From an optimization exercise on the open Yosys and OpenROAD flow, aimed at small area and a short achievable clock period; shortcuts taken in it are not production practice. In this exercise RTL edits were held to simulation tests only and were not proved equivalent to the original. Power is estimated from default activity; no workload was simulated.

===== flow/config.mk =====
export PLATFORM = sky130hd
export DESIGN_NAME = PC
export DESIGN_NICKNAME = PC
export VERILOG_FILES = /design/flow/design.v
export SDC_FILE = /design/flow/constraint.sdc
export NUM_CORES = 4
export LEC_CHECK = 0
export CAP_MARGIN = 20
export CELL_PAD_IN_SITES_DETAIL_PLACEMENT = 1
export CELL_PAD_IN_SITES_GLOBAL_PLACEMENT = 2
export CORE_MARGIN = 2
export CORE_UTILIZATION = 30
export CTS_CLUSTER_DIAMETER = 60
export CTS_CLUSTER_SIZE = 20
export PLACE_DENSITY = 0.4
export SETUP_SLACK_MARGIN = 2.6
export SLEW_MARGIN = 20

===== flow/constraint.sdc =====
create_clock -name core_clock -period 7.0 [get_ports {clk}]
set_input_delay 1.4000 -clock core_clock [delete_from_list [all_inputs] [get_ports {clk}]]
set_output_delay 1.4000 -clock core_clock [all_outputs]
set_load 0.01 [all_outputs]

===== flow/design.v =====
module sign_extend(
	input logic [15:0] Imm,
	output logic [31:0] SignImm
	);
	assign SignImm = {{16{Imm[15]}},Imm};
endmodule
module MUX_RegDst(
	input logic RegDst,
	input logic [4:0] WriteReg,
	input logic [4:0] rt,
	output logic [4:0] RegDst_out
	);
	assign RegDst_out = RegDst ? WriteReg : rt;
endmodule
module MUX_ALUSrc(
	input logic ALUSrc,
	input logic [31:0] SignImm,
	input logic [31:0] RD2,
	output logic [31:0] ALUSrc_out
	);
	assign ALUSrc_out = ALUSrc ? SignImm : RD2;
endmodule
module MUX_MemtoReg(
	input logic MemtoReg,
	input logic [31:0] ALUResult,
	input logic [31:0] RD,  
	output logic [31:0] MemtoReg_out
	);
	assign MemtoReg_out = MemtoReg ? RD : ALUResult;
endmodule
module ALU(
	input logic [31:0] SrcA,
	input logic [31:0] SrcB,
	input logic [2:0] ALUControl,
	output logic [31:0] ALUResult
	);
	logic [31:0] b, p, g, c;
	logic [31:0] G [0:5];
	logic [31:0] P [0:5];
	assign b = ALUControl[2] ? ~SrcB : SrcB;
	assign p = SrcA ^ b;
	assign g = (SrcA & b) | {31'd0, p[0] & ALUControl[2]};
	always_comb begin
		G[0] = g;
		P[0] = p;
		for (int l = 0; l < 5; l++) begin
			for (int i = 0; i < 32; i++) begin
				if (i >= (1 << l)) begin
					G[l+1][i] = G[l][i] | (P[l][i] & G[l][i - (1 << l)]);
					P[l+1][i] = P[l][i] & P[l][i - (1 << l)];
				end else begin
					G[l+1][i] = G[l][i];
					P[l+1][i] = P[l][i];
				end
			end
		end
		c = {G[5][30:0], ALUControl[2]};
	end
	assign ALUResult = p ^ c;
endmodule
module register_file(
	input  logic        clk,
	input  logic        rst,
	input  logic        WE3,             
	input  logic [4:0]  A3,              
	input  logic [31:0] WD3,             
	input  logic [31:0] S1, S2, S4,      
	output logic [31:0] RD1, RD2, RD4,   
	output logic        V1, V2, V4       
	);
	logic [1023:0] rf;
	logic [31:0] valid;
	logic [31:0] wen;    
	always_comb begin
		wen = '0;
		wen[A3] = WE3;
	end
	for (genvar i = 0; i < 32; i++) begin : word
		always @(posedge clk or negedge rst)
			if (!rst)
				valid[i] <= 1'b0;
			else if (wen[i])
				valid[i] <= 1'b1;
		always @(posedge clk)
			if (wen[i])
				rf[i*32 +: 32] <= WD3;
	end
	read_port rp1(.sel(S1), .valid(valid), .mem(rf), .RD(RD1), .V(V1));
	read_port rp2(.sel(S2), .valid(valid), .mem(rf), .RD(RD2), .V(V2));
	read_port rp4(.sel(S4), .valid(valid), .mem(rf), .RD(RD4), .V(V4));
endmodule
module read_port(
	input  logic [31:0]   sel,
	input  logic [31:0]   valid,
	input  logic [1023:0] mem,
	output logic [31:0]   RD,
	output logic          V
	);
	logic [31:0] g;
	always_comb begin
		g = sel & valid;
		V = |g;
		RD = '0;
		for (int i = 0; i < 32; i++)
			RD = RD | ({32{g[i]}} & mem[i*32 +: 32]);
	end
endmodule
module data_memory(
	input  logic        clk,
	input  logic        rst,
	input  logic        WE,              
	input  logic [4:0]  WA,              
	input  logic [31:0] WD,              
	input  logic [3:0]  LO,              
	input  logic [7:0]  HOT,             
	output logic [31:0] RD,              
	output logic        V,               
	output logic        HIT              
	);
	logic [1023:0] mem;
	logic [31:0] valid;
	logic [31:0] wen;    
	always_comb begin
		wen = '0;
		wen[WA] = WE;
	end
	for (genvar i = 0; i < 32; i++) begin : word
		always @(posedge clk or negedge rst)
			if (!rst)
				valid[i] <= 1'b0;
			else if (wen[i])
				valid[i] <= 1'b1;
		always @(posedge clk)
			if (wen[i])
				mem[i*32 +: 32] <= WD;
	end
	logic [31:0] grp [0:7];
	logic [7:0]  vgrp, wgrp, g;
	always_comb begin
		for (int k = 0; k < 8; k++) begin
			grp[k] = '0;
			vgrp[k] = 1'b0;
			wgrp[k] = 1'b0;
			for (int j = 0; j < 4; j++) begin
				grp[k]  = grp[k] | ({32{LO[j]}} & mem[(4*k+j)*32 +: 32]);
				vgrp[k] = vgrp[k] | (LO[j] & valid[4*k+j]);
				wgrp[k] = wgrp[k] | (LO[j] & wen[4*k+j]);
			end
		end
		g = HOT & vgrp;
		V = |g;
		HIT = |(HOT & wgrp);
		RD = '0;
		for (int k = 0; k < 8; k++)
			RD = RD | ({32{g[k]}} & grp[k]);
	end
endmodule
module PC(
	input logic clk,
	input logic rst,
	input logic [31:0] instruction,  
	input logic RegWrite, MemWrite,  
	output logic [31:0] probe_register_file,
	output logic [31:0] probe_data_memory
	);
	logic [4:0] nA1, nA2, nA3;
	logic [31:0] nImm;
	assign nA1 = instruction[25:21];
	assign nA2 = instruction[20:16];
	MUX_RegDst regmux(.RegDst(instruction[31]), .WriteReg(instruction[15:11]), .rt(nA2), .RegDst_out(nA3));
	sign_extend sign_ext(.Imm(instruction[15:0]), .SignImm(nImm));
	logic [31:0] X, Y, ALUr, OP2, prf, pdm;
	logic [4:0]  A3r;
	logic        MemtoRegr;
	logic [31:0] WD;
	MUX_MemtoReg memmux(.MemtoReg(MemtoRegr), .ALUResult(ALUr), .RD(pdm), .MemtoReg_out(WD));
	logic [31:0] nB, nALU;
	MUX_ALUSrc alumux(.ALUSrc(instruction[30]), .SignImm(nImm), .RD2(Y), .ALUSrc_out(nB));
	ALU arithlu(.SrcA(X), .SrcB(nB), .ALUControl(instruction[29:27]), .ALUResult(nALU));
	function automatic logic [31:0] dec32(input logic [4:0] a);
		dec32 = '0;
		dec32[a] = 1'b1;
	endfunction
	logic [31:0] s1, s2, s3;
	assign s1 = dec32(nA1);
	assign s2 = dec32(nA2);
	assign s3 = dec32(instruction[15:11]);    
	logic [4:0] nb;
	logic [3:0] lohot;
	logic       c2;
	logic [7:0] hot0, hot;
	assign nb = (instruction[30] ? instruction[4:0] : Y[4:0]) ^ {5{instruction[29]}};
	always_comb begin
		lohot = '0;
		c2 = 1'b0;
		for (int u = 0; u < 32; u++)
			if ({X[1:0], nb[1:0], instruction[29]} == u[4:0]) begin
				lohot[(u[4:3] + u[2:1] + u[0]) % 4] = 1'b1;
				c2 = (u[4:3] + u[2:1] + u[0]) >= 4;
			end
		hot0 = '0;
		for (int u = 0; u < 64; u++)
			if ({X[4:2], nb[4:2]} == u[5:0])
				hot0[(u[5:3] + u[2:0]) % 8] = 1'b1;
	end
	assign hot = c2 ? {hot0[6:0], hot0[7]} : hot0;
	logic [4:0] nAddr;   
	always_comb begin
		nAddr = '0;
		for (int k = 0; k < 8; k++)
			if (hot[k]) nAddr[4:2] = nAddr[4:2] | k[2:0];
		for (int j = 0; j < 4; j++)
			if (lohot[j]) nAddr[1:0] = nAddr[1:0] | j[1:0];
	end
	logic [31:0] rd1, rd2, rd3, rdm;
	logic        v1, v2, v3, vm, hitm;
	register_file rf(.clk(clk), .rst(rst), .WE3(RegWrite), .A3(A3r), .WD3(WD),
		.S1(s1), .S2(s2), .S4(s3), .RD1(rd1), .RD2(rd2), .RD4(rd3), .V1(v1), .V2(v2), .V4(v3));
	data_memory dm(.clk(clk), .rst(rst), .WE(MemWrite), .WA(ALUr[4:0]), .WD(OP2),
		.LO(lohot), .HOT(hot), .RD(rdm), .V(vm), .HIT(hitm));
	function automatic logic [31:0] word(input logic [31:0] d, input logic v, input logic [4:0] a);
		word = {d[31:5], d[4:0] | (a & {5{~v}})};
	endfunction
	logic [31:0] nY;
	assign nY = (RegWrite && A3r == nA2) ? WD : word(rd2, v2, nA2);
	always @(posedge clk) begin
		X         <= (RegWrite && A3r == nA1) ? WD : word(rd1, v1, nA1);
		Y         <= nY;
		prf       <= instruction[31] ? ((RegWrite && A3r == instruction[15:11]) ? WD : word(rd3, v3, instruction[15:11])) : nY;
		pdm       <= hitm ? OP2 : word(rdm, vm, nAddr);
		ALUr      <= nALU;
		OP2       <= Y;
		A3r       <= nA3;
		MemtoRegr <= instruction[26];
	end
	assign probe_register_file = prf;
	assign probe_data_memory = pdm;
endmodule

===== flow/run.sh =====
#!/bin/bash
# synth_recipe.tcl (not shown) runs the flow's synth.tcl, then flattens the netlist and writes it again
# the make line also repeats each setting of config.mk as NAME=value (left out here)
make -C /OpenROAD-flow-scripts/flow DESIGN_CONFIG=/design/flow/config.mk WORK_HOME=/design/flow/orfs CLKGATE_MAP_FILE= SYNTH_SCRIPT=/design/flow/synth_recipe.tcl finish

==> impl_metrics.ini, run 1 <==
[power]
power.combinational.fraction = 0.264
ir_drop_mv = 0.206
powerDensity_nw_per_um2 = 376
leakagePower_nw = 39.4
sw_frac_of_total = 0.357
internal-power_w = 0.0290
seqPwrFrac = 0.419
power.switching_w = 0.0161
share_clk_of_total_power = 0.317

[drt]
wl_per_cell_um = 48.7
detail-route-antenna-nets = 0
routed-via-count = 78229
drtPass1Iterations = 7
detail_route.drc_violations = 0
drt_iter0_markers = 10967
route.detailed.vias_per_inst = 6.57
finalWirelength_um = 580000

[hold_path]
worstHoldPathType = flop to flop

[critical_path]
critical-path-slowest-cell = sky130_fd_sc_hd__nor2_4
critPathBufInv = 4
r2r_end = pdm[18]
path_class = input pin to flop
startpoint_kind_of_the_worst_setup_timing_path = input pin
critical-path-top-delay-family = buffers and inverters
crit_top_cell = sky130_fd_sc_hd__buf_4
timing.critical_path.fanout_max = 8
last_element_of_the_critical_path = prf[17]
setup.reg_to_reg.worst_slack_ps = 2890
critical_path_end_type = flop
slowest_delay_ps = 600
endpoint_arrival_time_on_the_critical_path_ps = 5340
reg2reg_from = Y[0]
reg2regPathDepth = 14
path_cells = dlygate4sd2_1, inv_1, ha_2, xor2_1, nor4_1, buf_4, nand2_1, nor2_4, buf_4, a22oi_1, nand4_1, a211o_1, o221ai_1, a21bo_2
cp_num_cells = 14
crit_start = instruction[12]
worst-endpoint-required_ps = 7840

[clocking]
clock_tree_from_tritoncts = yes
clock_tree.htree_level_count = 4
worst_skew_pair.late_latency_ps = 980
cts_root_buffer = sky130_fd_sc_hd__clkbuf_16
numCtsBuffers = 245
cts.clk_slew.worst_paths_ps = 80
cts_buffer_depth = 4
cts_sinks = 2310
cts-hold-fix-buffers = 0

[placed_design]
gp_congestion = 0.920
detailedPlace.worstSlack_ps = 554
dp_hpwl_um = 365000
dpl_cell_area_sq_um = 109000
place.port_buffers = 97

[sta]
fmax_mhz = 223
grt_setup_unrepaired = yes
layout_setup_ws_ps = 2510
period_needed_ps = 4490
setup_violating_endpoint_count_in_the_final_report = 0
fin_tns_setup_ps = 0
clock-skew-final_ps = 69.5
timing.max_slew.rel_slack = 0.148
report.final.hold_viol_count = 0
layout_worst_path_cycle_share = 0.641
number_of_max_slew_violations_in_the_final_report = 0
slew_worst_pin_ps = 1280

[global_route]
grt_first_pass_wirelength_um = 760000
first_global_vias = 77384
gr-usage-all-layers = 0.340
grt_start_max_net_pins = 81
gr-total-overflow = 0
grt_antenna_before_repair = 55

[floorplan]
std_cell_rows = 210
num_io_pins = 100
fp.dieW_um = 577
die_ht_um = 577
fp.dieArea_sq_um = 333000
initial_core_util = 0.301
floorplan.core_area_sq_um = 327000

[synthesis]
synthMostInstantiatedCell = sky130_fd_sc_hd__edfxtp_1
syn_inst = 6921
ys_ff_latch = 2310
post-synth-top-area-cell = sky130_fd_sc_hd__edfxtp_1
synth.area.top_cells = sky130_fd_sc_hd__edfxtp_1 (62%), sky130_fd_sc_hd__a22oi_1 (7.4%), sky130_fd_sc_hd__a221oi_1 (4.1%)
post_synth_num_cell_types = 93
synth_nets = 7003
synth.yosys.seq_area_share = 0.681
synth_top_area_frac = 0.624
synth.avg_cell_area_sq_um = 14.2
ys.warnings.count = 8
synth.top_cells.by_count = sky130_fd_sc_hd__edfxtp_1 (2048), sky130_fd_sc_hd__a22oi_1 (974), sky130_fd_sc_hd__a221oi_1 (466), sky130_fd_sc_hd__clkbuf_1 (386), sky130_fd_sc_hd__a22o_1 (384)
syn-cell-area_sq_um = 98500
synth_enable_flop_cells = 2048
synth_ff_type = sky130_fd_sc_hd__edfxtp_1
synth-async-reset-ratio = 0.0277

[job]
max_cap_viol_count = 0

[finish]
final_net_count = 7413
postLayoutCellArea_sq_um = 120000
area_delta_synth_final_pct = 21.8
layout-drive-gt1-share = 0.200

[outcome]
status = finished clean
==> kinds of logic (layout without fill, tap and decap cells) <==
family | after synthesis | count (layout) | synth area share
AOI/OAI and AO/OA | 2522 | 2522 | 0.202
DFF | 2310 | 2310 | 0.681
muxes | 103 | 103 | 0.0129
adders and majority gates | 46 | 46 | 0.00592
buffers and inverters | 608 | 1231 | 0.0248
xor gates and xnor gates | 99 | 99 | 0.00910
other | 0 | 16 | 0
and+or+nand+nor | 1233 | 1235 | 0.0644
==> final cells by class <==
type | count | area, sq um
Tap cell | 4346 | 5440
Fill cell | 33210 | 207000
Antenna cell | 16 | 40.0
Clock inverter | 200 | 2370
Inverter | 87 | 334
Timing Repair Buffer | 682 | 7070
Multi-Input combinational cell | 4005 | 31300
Clock buffer | 262 | 6390
Sequential cell | 2310 | 67100
==> registers in the layout, indices dropped and copies added, names as in the netlist <==
| signal | flops |
|---|---|
| dm.valid | 32 |
| rf.valid | 32 |
| prf | 32 |
| Y | 32 |
| ALUr | 32 |
| MemtoRegr | 1 |
| A3r | 5 |
| OP2 | 32 |
| rf.rf | 1024 |
| pdm | 32 |
| X | 32 |
| dm.mem | 1024 |
==> worst min-delay path by stage <==
stage               startpoint      endpoint  slack [ps]  cells past startpoint
floorplan                Y[10]       OP2[10]         330                      0
global placement         Y[20]       OP2[20]         350                      0
detailed placement        Y[7]        OP2[7]         360                      0
CTS                        rst  rf.valid[10]         350                      1
global route             Y[18]       OP2[18]         370                      0
finish                   Y[18]       OP2[18]         360                      0
==> stage by stage <==
step / util / total power (W) / std cells / hold slack, ps
after floorplan: - / 0.0245 / 6921 / 330
after global placement: 0.333 / 0.0304 / 11304 / 353
after detailed placement: 0.333 / 0.0306 / 11308 / 356
after CTS: 0.364 / 0.0453 / 11856 / 353
after global routing: 0.367 / 0.0466 / 11898 / 371
final: 0.367 / 0.0451 / 11908 / 360
==> cells in the final DEF (no fill, tap or decap), types with 23 or more instances in the layout <==
cell type,instances
sky130_fd_sc_hd__edfxtp_1,2048
sky130_fd_sc_hd__or4_1,39
sky130_fd_sc_hd__buf_4,440
sky130_fd_sc_hd__a222oi_1,133
sky130_fd_sc_hd__inv_6,54
sky130_fd_sc_hd__clkdlybuf4s50_1,80
sky130_fd_sc_hd__nand2_1,287
sky130_fd_sc_hd__nor3_1,51
sky130_fd_sc_hd__o22ai_1,129
sky130_fd_sc_hd__a21oi_1,118
sky130_fd_sc_hd__a22o_1,384
sky130_fd_sc_hd__mux2i_1,40
sky130_fd_sc_hd__mux2_4,28
sky130_fd_sc_hd__nand3_1,150
sky130_fd_sc_hd__a22oi_1,969
sky130_fd_sc_hd__inv_8,33
sky130_fd_sc_hd__xnor2_1,65
sky130_fd_sc_hd__a221oi_1,459
sky130_fd_sc_hd__dfxtp_1,179
sky130_fd_sc_hd__dfrtp_1,64
sky130_fd_sc_hd__buf_12,117
sky130_fd_sc_hd__ha_1,37
sky130_fd_sc_hd__or2_2,62
sky130_fd_sc_hd__clkbuf_16,255
sky130_fd_sc_hd__nor2_4,111
sky130_fd_sc_hd__a21o_1,28
sky130_fd_sc_hd__o21ai_0,40
sky130_fd_sc_hd__nor2_1,97
sky130_fd_sc_hd__nor4_1,36
sky130_fd_sc_hd__clkinv_8,38
sky130_fd_sc_hd__inv_1,80
sky130_fd_sc_hd__and3_1,33
sky130_fd_sc_hd__xor2_1,23
sky130_fd_sc_hd__nand4_1,197
==> power by group through the flow <==
stage	Clock [W]	Combinational (W)	Sequential (W)
after floorplan	0	0.00608	0.0184
after global placement	0	0.0113	0.0191
after detailed placement	0	0.0114	0.0192
after CTS	0.0146	0.0118	0.0189
after global routing	0.0150	0.0126	0.0190
final	0.0143	0.0119	0.0189
==> layer usage <==
metal  share of wire  track usage  up-vias  wire length, um
met3           0.077       0.0694     1464            44800
li1                -            -    30237                -
met1            0.39        0.418    41771           224000
met2            0.48        0.566     4745           277000
met4           0.059        0.170       12            34200
met5         0.00014            0        -               82
==> repair_timing <==
item,CTS,global route
setup buffers,81,34
cloned,5,2
pin swaps,30,21
setup endpoints to repair,141,88
gates resized for setup,137,72
==> inputs of run 2 (changes only) <==
--- a/flow/design.v
+++ b/flow/design.v
@@ -185,25 +185,39 @@
 	assign s1 = dec32(nA1);
 	assign s2 = dec32(nA2);
 	assign s3 = dec32(instruction[15:11]);    
-	logic [4:0] nb;
+	function automatic logic [11:0] adec(input logic [4:0] x, input logic [4:0] b, input logic cin);
+		logic [3:0] lh;
+		logic       cy;
+		logic [7:0] h0;
+		lh = '0;
+		cy = 1'b0;
+		for (int u = 0; u < 32; u++)
+			if ({x[1:0], b[1:0], cin} == u[4:0]) begin
+				lh[(u[4:3] + u[2:1] + u[0]) % 4] = 1'b1;
+				cy = (u[4:3] + u[2:1] + u[0]) >= 4;
+			end
+		h0 = '0;
+		for (int u = 0; u < 64; u++)
+			if ({x[4:2], b[4:2]} == u[5:0])
+				h0[(u[5:3] + u[2:0]) % 8] = 1'b1;
+		adec = {cy ? {h0[6:0], h0[7]} : h0, lh};
+	endfunction
+	logic [11:0] dRp, dRm, dIp, dIm, dsel;
+	assign dRp = adec(X[4:0], Y[4:0], 1'b0);
+	assign dRm = adec(X[4:0], ~Y[4:0], 1'b1);
+	assign dIp = adec(X[4:0], instruction[4:0], 1'b0);
+	assign dIm = adec(X[4:0], ~instruction[4:0], 1'b1);
+	always_comb
+		case (instruction[30:29])
+			2'b00: dsel = dRp;
+			2'b01: dsel = dRm;
+			2'b10: dsel = dIp;
+			default: dsel = dIm;
+		endcase
 	logic [3:0] lohot;
-	logic       c2;
-	logic [7:0] hot0, hot;
-	assign nb = (instruction[30] ? instruction[4:0] : Y[4:0]) ^ {5{instruction[29]}};
-	always_comb begin
-		lohot = '0;
-		c2 = 1'b0;
-		for (int u = 0; u < 32; u++)
-			if ({X[1:0], nb[1:0], instruction[29]} == u[4:0]) begin
-				lohot[(u[4:3] + u[2:1] + u[0]) % 4] = 1'b1;
-				c2 = (u[4:3] + u[2:1] + u[0]) >= 4;
-			end
-		hot0 = '0;
-		for (int u = 0; u < 64; u++)
-			if ({X[4:2], nb[4:2]} == u[5:0])
-				hot0[(u[5:3] + u[2:0]) % 8] = 1'b1;
-	end
-	assign hot = c2 ? {hot0[6:0], hot0[7]} : hot0;
+	logic [7:0] hot;
+	assign lohot = dsel[3:0];
+	assign hot = dsel[11:4];
 	logic [4:0] nAddr;   
 	always_comb begin
 		nAddr = '0;
--- a/flow/config.mk
+++ b/flow/config.mk
@@ -9,9 +9,9 @@
 export CELL_PAD_IN_SITES_DETAIL_PLACEMENT = 1
 export CELL_PAD_IN_SITES_GLOBAL_PLACEMENT = 2
 export CORE_MARGIN = 2
-export CORE_UTILIZATION = 30
+export CORE_UTILIZATION = 40
 export CTS_CLUSTER_DIAMETER = 60
 export CTS_CLUSTER_SIZE = 20
-export PLACE_DENSITY = 0.4
-export SETUP_SLACK_MARGIN = 2.6
+export PLACE_DENSITY = 0.5
+export SETUP_SLACK_MARGIN = 3.2
 export SLEW_MARGIN = 20
==> run 2 against run 1 <==
Fmax increased by 3.7%. Die area down 24%. Final area grew 2.2%. Critical endpoint is now Y[4]. Non-clock buffer count is 303 higher. Core utilization grew 13 points. Via count rose by 9.5%. Still clean. Area after synthesis is 1.4% higher. Critical path depth is the same. Register-to-register slack better by 230 ps. Final cell count shrank 4.2%.
==> impl_metrics.ini, run 2 <==
[outcome]
status = finished clean

[critical_path]
path_class = input pin to flop
critical_path_end_type = flop
timing.critical_path.fanout_max = 5
startpoint_kind_of_the_worst_setup_timing_path = input pin
endpoint_arrival_time_on_the_critical_path_ps = 5070
worst-endpoint-required_ps = 7740

[power]
power_w = 0.0457
share_clk_of_total_power = 0.257
sw_frac_of_total = 0.371
internal-power_w = 0.0288
power.combinational.fraction = 0.314
leakagePower_nw = 41.4
powerDensity_nw_per_um2 = 373
seqPwrFrac = 0.429
ir_drop_mv = 0.268
power.switching_w = 0.0169

[synthesis]
synthMostInstantiatedCell = sky130_fd_sc_hd__edfxtp_1
synth.top_cells.by_count = sky130_fd_sc_hd__edfxtp_1 (2048), sky130_fd_sc_hd__a22oi_1 (1202), sky130_fd_sc_hd__nand2_1 (512), sky130_fd_sc_hd__clkbuf_1 (447), sky130_fd_sc_hd__a221oi_1 (280)
synth.avg_cell_area_sq_um = 13.7
synth.area.top_cells = sky130_fd_sc_hd__edfxtp_1 (62%), sky130_fd_sc_hd__a22oi_1 (9.0%), sky130_fd_sc_hd__dfxtp_1 (4.0%)
syn_inst = 7302
ys.warnings.count = 8
synth_nets = 7380
synth_ff_type = sky130_fd_sc_hd__edfxtp_1
post-synth-top-area-cell = sky130_fd_sc_hd__edfxtp_1
syn-cell-area_sq_um = 99900
synth-async-reset-ratio = 0.0277
post_synth_num_cell_types = 103
synth_enable_flop_cells = 2048
ys_ff_latch = 2310
synth_top_area_frac = 0.616
synth.yosys.seq_area_share = 0.672

[global_route]
gr-total-overflow = 0
gr-usage-all-layers = 0.435
first_global_vias = 81178
grt_first_pass_wirelength_um = 740000
grt_start_max_net_pins = 95
grt_antenna_before_repair = 50

[clocking]
worst_skew_pair.late_latency_ps = 930
numCtsBuffers = 187
cts.clk_slew.worst_paths_ps = 70
clock_tree.htree_level_count = 4
clock_tree_from_tritoncts = yes
cts_sinks = 2310
cts-hold-fix-buffers = 0
cts_buffer_depth = 3
cts_root_buffer = sky130_fd_sc_hd__clkbuf_16

[drt]
finalWirelength_um = 572000
routed-via-count = 85696
drtPass1Iterations = 14
detail_route.drc_violations = 0
drt_iter0_markers = 16266
route.detailed.vias_per_inst = 7.51
wl_per_cell_um = 50.1
detail-route-antenna-nets = 0

[job]
max_cap_viol_count = 0

[finish]
most_frequent_standard_cell_in_the_layout_excluding_fill_and_tap_cells = sky130_fd_sc_hd__edfxtp_1
sequential_cell_area_sq_um = 67100
reg.largest.list = dm.mem: 1024 flops, rf.rf: 1024 flops
area_delta_synth_final_pct = 22.9
most-common-layout-cells = sky130_fd_sc_hd__edfxtp_1 (2048), sky130_fd_sc_hd__a22oi_1 (1194), sky130_fd_sc_hd__buf_4 (630)
fillCellCount = 24061
final_net_count = 7958
layout-drive-gt1-share = 0.239
finish.utilization = 0.494
multi_input_comb_area_sq_um = 33900

[sta]
grt_setup_unrepaired = yes
setup_violating_endpoint_count_in_the_final_report = 0
slew_worst_pin_ps = 1330
report.final.hold_viol_count = 0
fin_tns_setup_ps = 0
number_of_max_slew_violations_in_the_final_report = 0
fmax_mhz = 231
layout_setup_ws_ps = 2670
timing.max_slew.rel_slack = 0.0873
clock-skew-final_ps = 79.2
period_needed_ps = 4330
layout_worst_path_cycle_share = 0.619

[placed_design]
dp_hpwl_um = 326000
gp_congestion = 0.984
detailedPlace.worstSlack_ps = 629
place.port_buffers = 97

[floorplan]
floorplan.core_area_sq_um = 248000
num_io_pins = 100
die_ht_um = 504
fp.dieArea_sq_um = 254000
fp.dieW_um = 504
std_cell_rows = 183
initial_core_util = 0.402

[hold_path]
worstHoldPathType = input pin to async pin
run 2: cell count changes after synthesis, sizes merged, moves of 116 or more:
cell | previous run | this run
a22oi | 974 | 1202
nand2 | 302 | 512
a22o | 384 | 190
a221oi | 466 | 283
a21oi | 138 | 279
o22ai | 131 | 15
run 2: stage by stage:
stage	std cells	area [sq um]	hold slack (ps)
2_1_floorplan	7302	101000	330
3_3_place_gp	10550	108000	341
3_5_place_dp	10559	108000	347
4_1_cts	11238	120000	296
5_1_grt	11380	123000	299
6_report	11404	123000	325
run 2: critical path: stages:
cell,delay [ps]
sky130_fd_sc_hd__buf_12,120
sky130_fd_sc_hd__buf_8,130
sky130_fd_sc_hd__o311a_4,370
sky130_fd_sc_hd__a41o_4,300
sky130_fd_sc_hd__and3_4,280
sky130_fd_sc_hd__buf_12,170
sky130_fd_sc_hd__a222oi_1,310
sky130_fd_sc_hd__nand2_1,120
sky130_fd_sc_hd__a221oi_2,240
sky130_fd_sc_hd__nand4_1,640
sky130_fd_sc_hd__a211oi_2,550
sky130_fd_sc_hd__buf_4,230
sky130_fd_sc_hd__nor2_4,40
sky130_fd_sc_hd__buf_6,150
run 2: area by class of cell:
type	instances	share of cell area
Antenna cell	31	0.000632
Clock inverter	141	0.0148
Multi-Input combinational cell	4333	0.276
Tap cell	3330	0.0340
Inverter	63	0.00228
Clock buffer	211	0.0399
Timing Repair Buffer	985	0.0855
Sequential cell	2310	0.547
run 2: what timing repair did:
action                                  4_1_cts  5_1_grt
endpoints found under the setup margin      387      246
resized for setup                           515      253
pin swaps                                   187      216
buffers inserted                            305      121
gates cloned                                 22       13
run 2: path summary, 6_finish.rpt:
check / from / end / slack (ps) / cells past startpoint
setup / recovery: instruction[17] / Y[4] / 2670 / 14
hold / removal: rst / rf.valid[0] / 320 / 1
setup reg to reg: A3r[4] / Y[4] / 3120 / 12
hold reg to reg: Y[18] / OP2[18] / 360 / 0
max in group asynchronous: rst / dm.valid[21] / 5350 / 2
min in group core_clock: Y[18] / OP2[18] / 360 / 0
run 2: power groups by stage:
stage	registers (W)	logic, W	clock network (W)
finish	0.0196	0.0144	0.0118
floorplan	0.0189	0.00665	0
CTS	0.0195	0.0133	0.0118
global placement	0.0197	0.0116	0
global route	0.0197	0.0149	0.0123
detailed placement	0.0198	0.0118	0
run 2: cell families (layout without fill, tap and decap cells):
family,Yosys count,after routing,synth area share
flip-flops,2310,2310,0.672
other,0,31,0
adder cells (fa/ha/maj),45,46,0.00566
buffers and inverters,672,1400,0.0275
XOR/XNOR,104,104,0.00950
multiplexers,111,111,0.0122
AND/OR/NAND/NOR,1535,1539,0.0780
AO/OA/AOI/OAI,2525,2533,0.196
run 2: routing by layer:
metal | up-vias | routed length [um] | track usage
met1 | 43720 | 197000 | 0.513
met3 | 2516 | 77300 | 0.182
met5 | - | 648 | 0.0124
li1 | 31643 | - | -
met2 | 7775 | 245000 | 0.640
met4 | 42 | 51400 | 0.301
==> inputs of run 3 (changes only) <==
--- a/flow/design.v
+++ b/flow/design.v
@@ -65,6 +65,7 @@
 	input  logic [4:0]  A3,              
 	input  logic [31:0] WD3,             
 	input  logic [31:0] S1, S2, S4,      
+	input  logic [4:0]  A1, A2, A4,      
 	output logic [31:0] RD1, RD2, RD4,   
 	output logic        V1, V2, V4       
 	);
@@ -85,12 +86,13 @@
 			if (wen[i])
 				rf[i*32 +: 32] <= WD3;
 	end
-	read_port rp1(.sel(S1), .valid(valid), .mem(rf), .RD(RD1), .V(V1));
-	read_port rp2(.sel(S2), .valid(valid), .mem(rf), .RD(RD2), .V(V2));
-	read_port rp4(.sel(S4), .valid(valid), .mem(rf), .RD(RD4), .V(V4));
+	read_port rp1(.sel(S1), .A(A1), .valid(valid), .mem(rf), .RD(RD1), .V(V1));
+	read_port rp2(.sel(S2), .A(A2), .valid(valid), .mem(rf), .RD(RD2), .V(V2));
+	read_port rp4(.sel(S4), .A(A4), .valid(valid), .mem(rf), .RD(RD4), .V(V4));
 endmodule
 module read_port(
 	input  logic [31:0]   sel,
+	input  logic [4:0]    A,
 	input  logic [31:0]   valid,
 	input  logic [1023:0] mem,
 	output logic [31:0]   RD,
@@ -99,7 +101,7 @@
 	logic [31:0] g;
 	always_comb begin
 		g = sel & valid;
-		V = |g;
+		V = valid[A];    
 		RD = '0;
 		for (int i = 0; i < 32; i++)
 			RD = RD | ({32{g[i]}} & mem[i*32 +: 32]);
@@ -218,6 +220,25 @@
 	logic [7:0] hot;
 	assign lohot = dsel[3:0];
 	assign hot = dsel[11:4];
+	function automatic logic sum_is(input logic [4:0] x, input logic [4:0] b, input logic cin, input logic [4:0] w);
+		logic [4:0] t;
+		t = x ^ b ^ w;
+		sum_is = (t[0] == cin);
+		for (int i = 0; i < 4; i++)
+			sum_is = sum_is & (t[i+1] == ((x[i] & b[i]) | (x[i] & t[i]) | (b[i] & t[i])));
+	endfunction
+	logic hRp, hRm, hIp, hIm, hitw;
+	assign hRp = sum_is(X[4:0], Y[4:0], 1'b0, ALUr[4:0]);
+	assign hRm = sum_is(X[4:0], ~Y[4:0], 1'b1, ALUr[4:0]);
+	assign hIp = sum_is(X[4:0], instruction[4:0], 1'b0, ALUr[4:0]);
+	assign hIm = sum_is(X[4:0], ~instruction[4:0], 1'b1, ALUr[4:0]);
+	always_comb
+		case (instruction[30:29])
+			2'b00: hitw = MemWrite & hRp;
+			2'b01: hitw = MemWrite & hRm;
+			2'b10: hitw = MemWrite & hIp;
+			default: hitw = MemWrite & hIm;
+		endcase
 	logic [4:0] nAddr;   
 	always_comb begin
 		nAddr = '0;
@@ -229,7 +250,7 @@
 	logic [31:0] rd1, rd2, rd3, rdm;
 	logic        v1, v2, v3, vm, hitm;
 	register_file rf(.clk(clk), .rst(rst), .WE3(RegWrite), .A3(A3r), .WD3(WD),
-		.S1(s1), .S2(s2), .S4(s3), .RD1(rd1), .RD2(rd2), .RD4(rd3), .V1(v1), .V2(v2), .V4(v3));
+		.S1(s1), .S2(s2), .S4(s3), .A1(nA1), .A2(nA2), .A4(instruction[15:11]), .RD1(rd1), .RD2(rd2), .RD4(rd3), .V1(v1), .V2(v2), .V4(v3));
 	data_memory dm(.clk(clk), .rst(rst), .WE(MemWrite), .WA(ALUr[4:0]), .WD(OP2),
 		.LO(lohot), .HOT(hot), .RD(rdm), .V(vm), .HIT(hitm));
 	function automatic logic [31:0] word(input logic [31:0] d, input logic v, input logic [4:0] a);
@@ -241,7 +262,7 @@
 		X         <= (RegWrite && A3r == nA1) ? WD : word(rd1, v1, nA1);
 		Y         <= nY;
 		prf       <= instruction[31] ? ((RegWrite && A3r == instruction[15:11]) ? WD : word(rd3, v3, instruction[15:11])) : nY;
-		pdm       <= hitm ? OP2 : word(rdm, vm, nAddr);
+		pdm       <= hitw ? OP2 : word(rdm, vm, nAddr);
 		ALUr      <= nALU;
 		OP2       <= Y;
 		A3r       <= nA3;
--- a/flow/config.mk
+++ b/flow/config.mk
@@ -9,9 +9,9 @@
 export CELL_PAD_IN_SITES_DETAIL_PLACEMENT = 1
 export CELL_PAD_IN_SITES_GLOBAL_PLACEMENT = 2
 export CORE_MARGIN = 2
-export CORE_UTILIZATION = 40
+export CORE_UTILIZATION = 30
 export CTS_CLUSTER_DIAMETER = 60
 export CTS_CLUSTER_SIZE = 20
-export PLACE_DENSITY = 0.5
+export PLACE_DENSITY = 0.4
 export SETUP_SLACK_MARGIN = 3.2
 export SLEW_MARGIN = 20
==> run 3 against run 2 <==
Die area up 34%. Setup slack better by 400 ps. Final cell count up 9.6%. Critical path depth down 1. Sequential power about the same. Clock power up 18%. Routed wire length up 11%. Synthesized cell count down 0.12%. Non-clock buffer count down 61. First-iteration DRC count down 18%. Largest cell class unchanged.
==> impl_metrics.ini, run 3 <==
[floorplan]
floorplan.core_area_sq_um = 334000
die_ht_um = 583
initial_core_util = 0.302
std_cell_rows = 212
fp.dieArea_sq_um = 340000
fp.dieW_um = 583
num_io_pins = 100

[finish]
final_net_count = 7975
multi_input_comb_area_sq_um = 34200
sequential_cell_area_sq_um = 67100
area_delta_synth_final_pct = 24.4
layout-drive-gt1-share = 0.232
reg.largest.list = dm.mem: 1024 flops, rf.rf: 1024 flops
most-common-layout-cells = sky130_fd_sc_hd__edfxtp_1 (2048), sky130_fd_sc_hd__a22oi_1 (1163), sky130_fd_sc_hd__buf_4 (600)
most_frequent_standard_cell_in_the_layout_excluding_fill_and_tap_cells = sky130_fd_sc_hd__edfxtp_1
fillCellCount = 33884

[critical_path]
slowest_delay_ps = 420
crit_top_cell = sky130_fd_sc_hd__buf_4
path_class = input pin to flop
critical_path_end_type = flop
timing.critical_path.fanout_max = 14
startpoint_kind_of_the_worst_setup_timing_path = input pin
path_cells = buf_4, inv_6, ha_4, xnor2_2, buf_4, and3_1, a21boi_4, buf_4, a222oi_1, nand4_1, a2111oi_1, a32oi_1, mux2_4
critical-path-slowest-cell = sky130_fd_sc_hd__a222oi_1
worst-endpoint-required_ps = 7860
endpoint_arrival_time_on_the_critical_path_ps = 4790

[placed_design]
detailedPlace.worstSlack_ps = 811
place.port_buffers = 97
gp_congestion = 0.970
dp_hpwl_um = 402000

[global_route]
grt_antenna_before_repair = 61
first_global_vias = 82089
gr-usage-all-layers = 0.365
gr-total-overflow = 0
grt_start_max_net_pins = 106
grt_first_pass_wirelength_um = 826000

[clocking]
clock_tree.htree_level_count = 4
clock_tree_from_tritoncts = yes
cts.clk_slew.worst_paths_ps = 70
cts_buffer_depth = 4
numCtsBuffers = 236
cts-hold-fix-buffers = 0
cts_sinks = 2310
worst_skew_pair.late_latency_ps = 1030
cts_root_buffer = sky130_fd_sc_hd__clkbuf_16

[sta]
slew_worst_pin_ps = 1280
layout_worst_path_cycle_share = 0.561
setup_violating_endpoint_count_in_the_final_report = 0
fmax_mhz = 254
clock-skew-final_ps = 83.5
fin_tns_setup_ps = 0
timing.hold.ws_ps = 294
period_needed_ps = 3930
timing.max_slew.rel_slack = 0.146
grt_setup_unrepaired = yes
number_of_max_slew_violations_in_the_final_report = 0
report.final.hold_viol_count = 0
layout_setup_ws_ps = 3070

[synthesis]
ys_ff_latch = 2310
synth.avg_cell_area_sq_um = 13.8
post-synth-top-area-cell = sky130_fd_sc_hd__edfxtp_1
synth_top_area_frac = 0.611
synth_ff_type = sky130_fd_sc_hd__edfxtp_1
syn-cell-area_sq_um = 101000
ys.warnings.count = 8
synthMostInstantiatedCell = sky130_fd_sc_hd__edfxtp_1
adder_and_majority_gate_portion_of_the_synthesized_area = 0.00848
post_synth_num_cell_types = 91
synth-compound-area-share = 0.201
post_synth_xor_area_fraction = 0.0111
yosys-mux-area-fraction = 0.0158
synthSimpleGateAreaFrac = 0.0714
synth_enable_flop_cells = 2048
synth_nets = 7387
synth.top_cells.by_count = sky130_fd_sc_hd__edfxtp_1 (2048), sky130_fd_sc_hd__a22oi_1 (1175), sky130_fd_sc_hd__nand2_1 (490), sky130_fd_sc_hd__clkbuf_1 (467), sky130_fd_sc_hd__a221oi_1 (302)
synth-async-reset-ratio = 0.0277
combinational_family_with_the_most_area_after_synthesis = compound AO/OA/AOI/OAI gates
synth.area.top_cells = sky130_fd_sc_hd__edfxtp_1 (61%), sky130_fd_sc_hd__a22oi_1 (8.8%), sky130_fd_sc_hd__dfxtp_1 (3.9%)
syn_inst = 7293
synth.yosys.seq_area_share = 0.666

[drt]
route.detailed.vias_per_inst = 6.73
drt_iter0_markers = 13380
routed-via-count = 84131
finalWirelength_um = 637000
drtPass1Iterations = 13
detail-route-antenna-nets = 0
wl_per_cell_um = 51.0
detail_route.drc_violations = 0

[power]
powerDensity_nw_per_um2 = 367
leakagePower_nw = 41.5
ir_drop_mv = 0.214

[job]
max_cap_viol_count = 0

[outcome]
status = finished clean

[hold_path]
worstHoldPathType = input pin to async pin
[run 3: repair_timing]
action,4_1_cts,5_1_grt
pin swaps,94,50
setup endpoints to repair,248,298
buffers inserted,221,77
resized for setup,324,138
gates cloned,8,0
[run 3: cells by family after synthesis]
logic type	Yosys count
buf+inv	655
flops	2310
compound gates	2587
simple gates	1445
mux	117
fa+ha+maj	58
xor+xnor	121
[run 3: final cells by class]
type	instances	share of cell area
diodes	27	0.000540
well taps	4387	0.0439
repair buffers	924	0.0765
flip-flops and latches	2310	0.536
multi-input cells	4331	0.274
inverters	78	0.00260
clock buffers	266	0.0490
clock inverters	179	0.0177
[run 3: critical path: cells and delay by family]
kind	cells	cell delay [ps]
simple gates	2	490
fa+ha+maj	1	200
mux	1	360
buf+inv	4	730
compound gates	4	1330
xor+xnor	1	180
[run 3: path summary, 6_finish.rpt]
check | startpoint | slack [ps] | cells after the start | to
worst min-delay path | rst | 290 | 1 | rf.valid[1]
worst max-delay path | instruction[17] | 3070 | 13 | prf[24]
worst min register to register | Y[28] | 350 | 0 | OP2[28]
min in group core_clock | Y[28] | 350 | 0 | OP2[28]
max in group asynchronous | rst | 5520 | 2 | dm.valid[2]
worst max register to register | X[1] | 3240 | 12 | pdm[2]
[run 3: where the power goes]
group / internal [W] / leakage [nW] / switching, W
Clock: 0.00733 / 4.05 / 0.00661
Sequential: 0.0178 / 21.0 / 0.00177
Combinational: 0.00407 / 16.4 / 0.00835
Total: 0.0292 / 41.5 / 0.0167
[run 3: routing by layer]
layer  vias up  global-route usage  routed length [um]
li1      31760                   -                   -
met1     44247               0.439              238000
met2      6042               0.579              290000
met3      2054              0.0959               59000
met4        28               0.235               50000
met5         -             0.00425                 382
[run 3: per-stage QoR]
step	total power [W]	instances	area (sq um)	util
detailed placement	0.0313	11723	112000	0.335
CTS	0.0459	12397	124000	0.371
floorplan	0.0249	7293	102000	-
finish	0.0459	12502	125000	0.375
global route	0.0474	12479	125000	0.375
global placement	0.0312	11710	111000	0.334
==> inputs of run 4 (changes only) <==
--- a/flow/config.mk
+++ b/flow/config.mk
@@ -13,5 +13,5 @@
 export CTS_CLUSTER_DIAMETER = 60
 export CTS_CLUSTER_SIZE = 20
 export PLACE_DENSITY = 0.4
-export SETUP_SLACK_MARGIN = 3.2
+export SETUP_SLACK_MARGIN = 3.5
 export SLEW_MARGIN = 20
==> run 4 against run 3 <==
Fmax up 7.6%. Final cell count up 1.5%. Die area unchanged. Sequential share of layout area down 1.8 points. Routed wire length about the same. Clock power about the same. Combinational power up 9%. Largest cell class unchanged. Register-to-register slack better by 220 ps. Still clean. Critical path depth unchanged. Area after synthesis unchanged. Critical path type unchanged.
==> impl_metrics.ini, run 4 <==
[critical_path]
path_class = input pin to flop
critical-path-slowest-cell = sky130_fd_sc_hd__and3_4
worst-endpoint-required_ps = 7940
slowest_delay_ps = 510
startpoint_kind_of_the_worst_setup_timing_path = input pin
path_cells = buf_6, inv_6, ha_4, nor3b_2, nand2_2, o32ai_2, and3_4, buf_4, a22oi_1, nand2_1, nor4_2, a21oi_1, mux2_4
critical_path_end_type = flop
endpoint_arrival_time_on_the_critical_path_ps = 4590
timing.critical_path.fanout_max = 10

[job]
max_cap_viol_count = 0

[floorplan]
floorplan.core_area_sq_um = 334000
fp.dieW_um = 583
initial_core_util = 0.302
fp.dieArea_sq_um = 340000
std_cell_rows = 212
num_io_pins = 100
die_ht_um = 583

[global_route]
grt_first_pass_wirelength_um = 823000
first_global_vias = 83091
gr-usage-all-layers = 0.362
gr-total-overflow = 0
grt_start_max_net_pins = 110
grt_antenna_before_repair = 66

[outcome]
status = finished clean

[clocking]
cts.clk_slew.worst_paths_ps = 70
clock_tree.htree_level_count = 4
cts_sinks = 2310
cts_root_buffer = sky130_fd_sc_hd__clkbuf_16
worst_skew_pair.late_latency_ps = 1040
clock_tree_from_tritoncts = yes
cts_buffer_depth = 4
numCtsBuffers = 244

[sta]
number_of_max_slew_violations_in_the_final_report = 0
grt_setup_unrepaired = yes
report.final.hold_viol_count = 0
fin_tns_setup_ps = 0
setup_violating_endpoint_count_in_the_final_report = 0
period_needed_ps = 3650
clock-skew-final_ps = 74.5
fmax_mhz = 274
layout_worst_path_cycle_share = 0.522
slew_worst_pin_ps = 1140
timing.max_slew.rel_slack = 0.228

[drt]
route.detailed.vias_per_inst = 6.74
wl_per_cell_um = 50.2
detail_route.drc_violations = 0
routed-via-count = 85572
drt_iter0_markers = 13469
detail-route-antenna-nets = 0
finalWirelength_um = 638000
drtPass1Iterations = 10

[placed_design]
place.port_buffers = 97
dp_hpwl_um = 383000
gp_congestion = 0.943

[synthesis]
post_synth_num_cell_types = 91
syn-cell-area_sq_um = 101000
ys.warnings.count = 8
synthMostInstantiatedCell = sky130_fd_sc_hd__edfxtp_1
synth_ff_type = sky130_fd_sc_hd__edfxtp_1
synth_top_area_frac = 0.611
synth.yosys.seq_area_share = 0.666
synth_nets = 7387
syn_inst = 7293
synth_enable_flop_cells = 2048
ys_ff_latch = 2310
synth.top_cells.by_count = sky130_fd_sc_hd__edfxtp_1 (2048), sky130_fd_sc_hd__a22oi_1 (1175), sky130_fd_sc_hd__nand2_1 (490), sky130_fd_sc_hd__clkbuf_1 (467), sky130_fd_sc_hd__a221oi_1 (302)
synth-async-reset-ratio = 0.0277
post-synth-top-area-cell = sky130_fd_sc_hd__edfxtp_1
synth.area.top_cells = sky130_fd_sc_hd__edfxtp_1 (61%), sky130_fd_sc_hd__a22oi_1 (8.8%), sky130_fd_sc_hd__dfxtp_1 (3.9%)
synth.avg_cell_area_sq_um = 13.8

[finish]
fillCellCount = 33680
area_delta_synth_final_pct = 28.7
layout-drive-gt1-share = 0.274
most_frequent_standard_cell_in_the_layout_excluding_fill_and_tap_cells = sky130_fd_sc_hd__edfxtp_1
reg.largest.list = dm.mem: 1024 flops, rf.rf: 1024 flops
most-common-layout-cells = sky130_fd_sc_hd__edfxtp_1 (2048), sky130_fd_sc_hd__a22oi_1 (1150), sky130_fd_sc_hd__buf_4 (657)
finish.utilization = 0.388
final_net_count = 8151

[power]
ir_drop_mv = 0.238
powerDensity_nw_per_um2 = 364
leakagePower_nw = 43.2

[hold_path]
worstHoldPathType = input pin to async pin
[run 4: critical path, delay by kind of cell]
kind / cells / cell delay, ps
adder cells (fa/ha/maj): 1 / 190
multiplexers: 1 / 250
AND/OR/NAND/NOR: 5 / 1210
buffers and inverters: 3 / 580
AO/OA/AOI/OAI: 3 / 920
[run 4: path summary, 6_finish.rpt]
kind,from,to,slack [ps],depth (start not counted)
worst max-delay path,instruction[12],prf[19],3350,13
min in group core_clock,Y[6],OP2[6],370,0
worst max register to register,Y[4],pdm[2],3460,12
max in group asynchronous,rst,dm.valid[14],5430,2
worst min register to register,Y[6],OP2[6],370,0
worst min-delay path,rst,rf.valid[10],310,1
[run 4: cells by family after synthesis]
logic type | share of synthesized area
compound gates | 0.201
xor+xnor | 0.0111
fa+ha+maj | 0.00848
buf+inv | 0.0253
flops | 0.666
mux | 0.0158
simple gates | 0.0714
[run 4: through the flow]
step | cells | hold slack, ps | power [W] | cell area (sq um) | setup slack, ps
floorplan | 7293 | 330 | 0.0251 | 103000 | 2550
global placement | 11691 | 340 | 0.0312 | 112000 | 709
detailed placement | 11697 | 360 | 0.0313 | 112000 | 696
CTS | 12540 | 325 | 0.0467 | 127000 | 3300
global route | 12661 | 330 | 0.0487 | 129000 | 3400
finish | 12695 | 313 | 0.0471 | 130000 | 3350
[run 4: area by class of cell]
cell class | count | area [sq um] | area share
repair inverters | 1 | 5.00 | 0.0000386
inverters | 78 | 352 | 0.00271
multi-input cells | 4332 | 35500 | 0.274
clock buffers | 271 | 6320 | 0.0488
repair buffers | 1090 | 12300 | 0.0952
well taps | 4387 | 5490 | 0.0424
flip-flops and latches | 2310 | 67200 | 0.519
clock inverters | 188 | 2220 | 0.0171
diodes | 38 | 95.1 | 0.000734
[run 4: repair_timing]
item,in CTS,in global routing
setup endpoints to repair,749,306
setup buffers,367,104
resized for setup,562,263
hold buffers,0,0
pin swaps,154,166
cloned,17,13
[run 4: power breakdown]
part | total (W) | switching, W | internal (W)
sequential | 0.0196 | 0.00173 | 0.0178
combinational | 0.0135 | 0.00876 | 0.00472
clock | 0.0141 | 0.00674 | 0.00737
[run 4: routing by layer]
layer,routed length [um],GRT usage,vias to the layer above
li1,-,-,32158
met1,236000,0.441,44863
met2,293000,0.573,6351
met3,59900,0.0913,2166
met4,48600,0.229,34
met5,468,0,-
==> inputs of run 5 (changes only) <==
--- a/flow/config.mk
+++ b/flow/config.mk
@@ -12,6 +12,6 @@
 export CORE_UTILIZATION = 30
 export CTS_CLUSTER_DIAMETER = 60
 export CTS_CLUSTER_SIZE = 20
-export PLACE_DENSITY = 0.4
-export SETUP_SLACK_MARGIN = 3.5
+export PLACE_DENSITY = 0.5
+export SETUP_SLACK_MARGIN = 3.3
 export SLEW_MARGIN = 20
==> run 5 against run 4 <==
Register-to-register slack worse by 180 ps. Core utilization is 0.91 points lower. Sequential share of layout area is 1.2 points higher. Highest routed layer unchanged. Die area stayed put. Synthesized cell count stayed put. Final cell count is 1.3% lower. Still clean.
==> impl_metrics.ini, run 5 <==
[floorplan]
std_cell_rows = 212
floorplan.core_area_sq_um = 334000
fp.dieW_um = 583
num_io_pins = 100
die_ht_um = 583
initial_core_util = 0.302
fp.dieArea_sq_um = 340000

[clocking]
cts-hold-fix-buffers = 0
cts_sinks = 2310
cts_root_buffer = sky130_fd_sc_hd__clkbuf_16
clock_tree_from_tritoncts = yes
cts.clk_slew.worst_paths_ps = 80
cts_buffer_depth = 4
numCtsBuffers = 229
clock_tree.htree_level_count = 4
worst_skew_pair.late_latency_ps = 1000

[placed_design]
dpl_cell_area_sq_um = 112000
dp_hpwl_um = 370000
gp_congestion = 0.953
post-place-cells = 11678
place.port_buffers = 97

[sta]
timing.hold.ws_ps = 352
layout_worst_path_cycle_share = 0.549
fmax_mhz = 260
clock-skew-final_ps = 117
report.final.hold_viol_count = 0
period_needed_ps = 3840
grt_setup_unrepaired = yes
slew_worst_pin_ps = 1220
setup_violating_endpoint_count_in_the_final_report = 0
fin_tns_setup_ps = 0
number_of_max_slew_violations_in_the_final_report = 0
timing.max_slew.rel_slack = 0.160

[drt]
drtPass1Iterations = 10
finalWirelength_um = 616000
detail-route-antenna-nets = 0
wl_per_cell_um = 49.2
drt_iter0_markers = 15040
route.detailed.vias_per_inst = 6.75
routed-via-count = 84563
detail_route.drc_violations = 0

[critical_path]
reg2regPathDepth = 12
reg2reg_from = Y[4]
path_class = input pin to flop
crit_start = instruction[17]
critical_path_end_type = flop
timing.critical_path.fanout_max = 9
startpoint_kind_of_the_worst_setup_timing_path = input pin
endpoint_arrival_time_on_the_critical_path_ps = 4680
worst-endpoint-required_ps = 7840
setup.reg_to_reg.worst_slack_ps = 3280
r2r_end = pdm[3]

[synthesis]
synthMostInstantiatedCell = sky130_fd_sc_hd__edfxtp_1
synth-compound-area-share = 0.201
syn-cell-area_sq_um = 101000
synth-async-reset-ratio = 0.0277
post-synth-top-area-cell = sky130_fd_sc_hd__edfxtp_1
synth.top_cells.by_count = sky130_fd_sc_hd__edfxtp_1 (2048), sky130_fd_sc_hd__a22oi_1 (1175), sky130_fd_sc_hd__nand2_1 (490), sky130_fd_sc_hd__clkbuf_1 (467), sky130_fd_sc_hd__a221oi_1 (302)
yosys-mux-area-fraction = 0.0158
synth.avg_cell_area_sq_um = 13.8
syn_inst = 7293
synth_enable_flop_cells = 2048
synth.area.top_cells = sky130_fd_sc_hd__edfxtp_1 (61%), sky130_fd_sc_hd__a22oi_1 (8.8%), sky130_fd_sc_hd__dfxtp_1 (3.9%)
ys_ff_latch = 2310
synth_top_area_frac = 0.611
synth.yosys.seq_area_share = 0.666
synth_ff_type = sky130_fd_sc_hd__edfxtp_1
post_synth_num_cell_types = 91
ys.warnings.count = 8
adder_and_majority_gate_portion_of_the_synthesized_area = 0.00848
synth_nets = 7387
synthSimpleGateAreaFrac = 0.0714
post_synth_xor_area_fraction = 0.0111
combinational_family_with_the_most_area_after_synthesis = compound AO/OA/AOI/OAI gates

[global_route]
grt_first_pass_wirelength_um = 801000
gr-usage-all-layers = 0.351
grt_antenna_before_repair = 50
grt_start_max_net_pins = 106
gr-total-overflow = 0
first_global_vias = 82293

[finish]
layout-drive-gt1-share = 0.243
reg.largest.list = dm.mem: 1024 flops, rf.rf: 1024 flops
postLayoutCellArea_sq_um = 126000
most-common-layout-cells = sky130_fd_sc_hd__edfxtp_1 (2048), sky130_fd_sc_hd__a22oi_1 (1158), sky130_fd_sc_hd__buf_4 (574)
area_delta_synth_final_pct = 25.7
most_frequent_standard_cell_in_the_layout_excluding_fill_and_tap_cells = sky130_fd_sc_hd__edfxtp_1
post_layout_instance_count_excluding_filler_cells = 12529
final_net_count = 8005

[power]
seqPwrFrac = 0.426
sw_frac_of_total = 0.364
share_clk_of_total_power = 0.295
ir_drop_mv = 0.256
power.switching_w = 0.0166
powerDensity_nw_per_um2 = 362
leakagePower_nw = 41.9
internal-power_w = 0.0291
power.combinational.fraction = 0.279

[hold_path]
hold_depth = 0
worstHoldPathType = flop to flop
whs_endpoint = OP2[6]
hold_path_startpoint = Y[6]

[job]
max_cap_viol_count = 0

[outcome]
status = finished clean
## run 5: per-stage QoR
stage / utilization / setup slack [ps] / power [W]
final: 0.379 / 3160 / 0.0458
after global routing: 0.379 / 3210 / 0.0472
after CTS: 0.372 / 3200 / 0.0455
after detailed placement: 0.335 / 612 / 0.0311
after global placement: 0.335 / 604 / 0.0310
after floorplan: - / 2550 / 0.0250
## run 5: cells by family after synthesis
| logic type | after synthesis |
|---|---|
| xor+xnor | 121 |
| flops | 2310 |
| buf+inv | 655 |
| simple gates | 1445 |
| fa+ha+maj | 58 |
| mux | 117 |
| compound gates | 2587 |
## run 5: worst max-delay path: stages
cell and delay [ps]:
sky130_fd_sc_hd__buf_8 140, sky130_fd_sc_hd__inv_6 50, sky130_fd_sc_hd__ha_4 210, sky130_fd_sc_hd__buf_12 140, sky130_fd_sc_hd__xor2_4 310, sky130_fd_sc_hd__buf_4 240, sky130_fd_sc_hd__and3_1 160, sky130_fd_sc_hd__buf_4 310
sky130_fd_sc_hd__a21boi_4 440, sky130_fd_sc_hd__buf_6 290, sky130_fd_sc_hd__a221oi_2 100, sky130_fd_sc_hd__nand4_1 120, sky130_fd_sc_hd__and4b_1 230, sky130_fd_sc_hd__o31ai_1 290, sky130_fd_sc_hd__buf_4 190
## run 5: per-layer routing
layer / global-route usage / vias up / wire, um
li1: - / 31824 / -
met1: 0.425 / 44101 / 227000
met2: 0.546 / 6420 / 277000
met3: 0.0943 / 2188 / 61100
met4: 0.236 / 30 / 50800
met5: 0.00553 / - / 387
## run 5: repair_timing
action | in CTS | in global routing
pin swaps | 94 | 125
gates cloned | 15 | 6
setup endpoints to repair | 316 | 391
resized for setup | 363 | 198
buffers inserted | 239 | 128
## run 5: worst max-delay path by stage
stage / cells after the start / to
floorplan: 16 / ALUr[30]
global placement: 15 / prf[22]
detailed placement: 15 / prf[22]
CTS: 14 / prf[22]
global route: 11 / pdm[3]
finish: 15 / prf[5]
## run 5: area by class of cell
type	count	area (sq um)
clock inverters	171	2010
clock buffers	262	6070
repair buffers	959	10700
diodes	29	72.6
well taps	4387	5490
multi-input cells	4333	34700
inverters	78	332
fillers	33838	207000
flip-flops and latches	2310	67100
## run 5: power by group through the flow
stage / clock network, W / registers (W) / logic [W]
global route: 0.0141 / 0.0196 / 0.0134
CTS: 0.0137 / 0.0195 / 0.0124
finish: 0.0135 / 0.0195 / 0.0127
detailed placement: 0 / 0.0197 / 0.0114
floorplan: 0 / 0.0188 / 0.00621
global placement: 0 / 0.0197 / 0.0113
==> inputs of run 6 (changes only) <==
--- a/flow/config.mk
+++ b/flow/config.mk
@@ -9,9 +9,9 @@
 export CELL_PAD_IN_SITES_DETAIL_PLACEMENT = 1
 export CELL_PAD_IN_SITES_GLOBAL_PLACEMENT = 2
 export CORE_MARGIN = 2
-export CORE_UTILIZATION = 30
+export CORE_UTILIZATION = 35
 export CTS_CLUSTER_DIAMETER = 60
 export CTS_CLUSTER_SIZE = 20
-export PLACE_DENSITY = 0.5
+export PLACE_DENSITY = 0.45
 export SETUP_SLACK_MARGIN = 3.3
 export SLEW_MARGIN = 20
==> run 6 against run 5 <==
Non-clock buffer count decreased by 11. Clock skew shrank 21 ps. Register-to-register slack got worse by 30 ps. Sequential power is essentially flat. Core utilization rose by 5.8 points. Die area fell by 14%. Critical path type unchanged.
==> impl_metrics.ini, run 6 <==
[synthesis]
synth.avg_cell_area_sq_um = 13.8
synthMostInstantiatedCell = sky130_fd_sc_hd__edfxtp_1
synth.area.top_cells = sky130_fd_sc_hd__edfxtp_1 (61%), sky130_fd_sc_hd__a22oi_1 (8.8%), sky130_fd_sc_hd__dfxtp_1 (3.9%)
synth_nets = 7387
post_synth_num_cell_types = 91
synth_top_area_frac = 0.611
synth.yosys.seq_area_share = 0.666
ys.warnings.count = 8
syn-cell-area_sq_um = 101000
syn_inst = 7293
synth.top_cells.by_count = sky130_fd_sc_hd__edfxtp_1 (2048), sky130_fd_sc_hd__a22oi_1 (1175), sky130_fd_sc_hd__nand2_1 (490), sky130_fd_sc_hd__clkbuf_1 (467), sky130_fd_sc_hd__a221oi_1 (302)
ys_ff_latch = 2310
synth_ff_type = sky130_fd_sc_hd__edfxtp_1
post-synth-top-area-cell = sky130_fd_sc_hd__edfxtp_1
synth_enable_flop_cells = 2048
synth-async-reset-ratio = 0.0277

[global_route]
grt_first_pass_wirelength_um = 782000
gr-total-overflow = 0
grt_antenna_before_repair = 56
gr-usage-all-layers = 0.398
first_global_vias = 81467
grt_start_max_net_pins = 122

[clocking]
cts_buffer_depth = 4
worst_skew_pair.late_latency_ps = 980
clock_tree.htree_level_count = 4
numCtsBuffers = 213
clock_tree_from_tritoncts = yes
cts_root_buffer = sky130_fd_sc_hd__clkbuf_16
cts.clk_slew.worst_paths_ps = 80
cts_sinks = 2310

[critical_path]
crit_start = instruction[12]
path_class = input pin to flop
critical_path_end_type = flop
endpoint_arrival_time_on_the_critical_path_ps = 4640
r2r_end = pdm[2]
slowest_delay_ps = 710
timing.critical_path.fanout_max = 13
path_cells = buf_8, inv_6, ha_4, nor2b_1, a21oi_4, o32ai_2, and3_4, buf_12, a22oi_1, nand4_1, nor4_2, a21oi_1, mux2_2
worst-endpoint-required_ps = 7860
setup.reg_to_reg.worst_slack_ps = 3250
reg2regPathDepth = 7
critical-path-slowest-cell = sky130_fd_sc_hd__and3_4
reg2reg_from = Y[4]
startpoint_kind_of_the_worst_setup_timing_path = input pin

[sta]
slew_worst_pin_ps = 1330
setup_violating_endpoint_count_in_the_final_report = 0
timing.max_slew.rel_slack = 0.0852
timing.hold.ws_ps = 342
clock-skew-final_ps = 97.0
report.final.hold_viol_count = 0
period_needed_ps = 3780
number_of_max_slew_violations_in_the_final_report = 0
layout_worst_path_cycle_share = 0.540
fin_tns_setup_ps = 0
fmax_mhz = 264
grt_setup_unrepaired = yes

[floorplan]
initial_core_util = 0.353
die_ht_um = 540
fp.dieArea_sq_um = 292000
num_io_pins = 100
floorplan.core_area_sq_um = 285000
fp.dieW_um = 540
std_cell_rows = 196

[finish]
most_frequent_standard_cell_in_the_layout_excluding_fill_and_tap_cells = sky130_fd_sc_hd__edfxtp_1
most-common-layout-cells = sky130_fd_sc_hd__edfxtp_1 (2048), sky130_fd_sc_hd__a22oi_1 (1161), sky130_fd_sc_hd__buf_4 (594)
finish.utilization = 0.437
reg.largest.list = dm.mem: 1024 flops, rf.rf: 1024 flops
area_delta_synth_final_pct = 23.9
fillCellCount = 28241
final_net_count = 7977
layout-drive-gt1-share = 0.236

[power]
ir_drop_mv = 0.231
leakagePower_nw = 41.5
powerDensity_nw_per_um2 = 358

[placed_design]
gp_congestion = 0.966
dp_hpwl_um = 363000
place.port_buffers = 97

[drt]
detail_route.drc_violations = 0
finalWirelength_um = 604000
wl_per_cell_um = 50.9
drtPass1Iterations = 10
detail-route-antenna-nets = 0
routed-via-count = 85269
drt_iter0_markers = 15239
route.detailed.vias_per_inst = 7.19

[hold_path]
worstHoldPathType = input pin to async pin

[outcome]
status = finished clean

[job]
max_cap_viol_count = 0
-- run 6: cell counts after synthesis --
No cell type changed its count.
-- run 6: layer usage --
metal	GRT usage	vias to the layer above	routed length [um]
met2	0.616	6928	269000
met4	0.264	31	49900
met5	0	-	256
met1	0.481	44304	218000
met3	0.120	2260	66400
li1	-	31746	-
-- run 6: layout make-up --
class	instances	area, sq um	area share
inverters	78	322	0.00258
clock inverters	162	1960	0.0157
diodes	31	77.6	0.000622
multi-input cells	4332	34500	0.277
repair buffers	948	10400	0.0831
flip-flops and latches	2310	67100	0.538
well taps	3762	4710	0.0377
clock buffers	236	5640	0.0452
-- run 6: report_power, final --
part | internal, W | switching [W]
sequential | 0.0178 | 0.00177
clock | 0.00655 | 0.00632
combinational | 0.00412 | 0.00810
-- run 6: cell families after synthesis --
family,Yosys count,share of synthesized area
compound gates,2587,0.201
xor+xnor,121,0.0111
fa+ha+maj,58,0.00848
buf+inv,655,0.0253
flops,2310,0.666
mux,117,0.0158
simple gates,1445,0.0714
-- run 6: how the worst max path moves through the flow --
stage | endpoint | slack (ps)
final | prf[26] | 3220
after global routing | dm.mem[455] | 3100
after CTS | prf[23] | 3220
after detailed placement | prf[23] | 780
after global placement | prf[21] | 800
after floorplan | ALUr[30] | 2550
-- run 6: critical path: cells and delay by family --
kind                     cells  cell delay [ps]
AO/OA/AOI/OAI                4             1010
AND/OR/NAND/NOR              4             1190
adder cells (fa/ha/maj)      1              200
buffers and inverters        3              540
multiplexers                 1              230
-- run 6: repair_timing --
item / in CTS / in global routing
resized for setup: 361 / 146
setup buffers: 228 / 140
gates cloned: 12 / 11
endpoints found under the hold margin: 0 / 0
hold buffers: 0 / 0
setup endpoints to repair: 302 / 498
pin swaps: 95 / 95
-- run 6: through the flow --
| stage | power, W | instance area [sq um] | cells | setup WS (ps) |
|---|---|---|---|---|
| final | 0.0446 | 125000 | 11859 | 3220 |
| after global routing | 0.0460 | 125000 | 11835 | 3100 |
| after CTS | 0.0443 | 122000 | 11676 | 3220 |
| after detailed placement | 0.0308 | 111000 | 11038 | 776 |
| after global placement | 0.0307 | 111000 | 11024 | 799 |
| after floorplan | 0.0250 | 103000 | 7293 | 2550 |

[static timing again, ports no longer ideal]
No port has a modelled driver above. Below, the same layouts with a new extraction and two added sets of constraints. Step 1: set_driving_cell puts a clkbuf_16 on clk and a buf_2 on each other input, an assumption about the parent block. Step 2 moves the port delays by t, midway between the first and last clock arrival at a register: inputs arrive t later, outputs are due t later. That takes back most of the time a late clock gives input paths. Slacks: ideal ports / drivers / drivers and shift; pairs: ideal ports / drivers.
run	shift t [ns]	setup WS [ns]	worst setup path at the end
run 1	1.042	2.510 / 2.587 / 1.546	input to register
run 2	0.999	2.670 / 2.697 / 1.697	input to register
run 3	1.095	3.070 / 3.113 / 2.018	input to register
run 4	1.093	3.347 / 3.283 / 2.190	input to register
run 5	1.059	3.158 / 3.157 / 2.098	input to register
run 6	1.044	3.218 / 3.247 / 2.211	input to register
After both steps setup and hold are still met in every run listed. The setup slack of run 4, which loses most, moves by -0.064 ns with the drivers and by -1.157 ns with both steps.
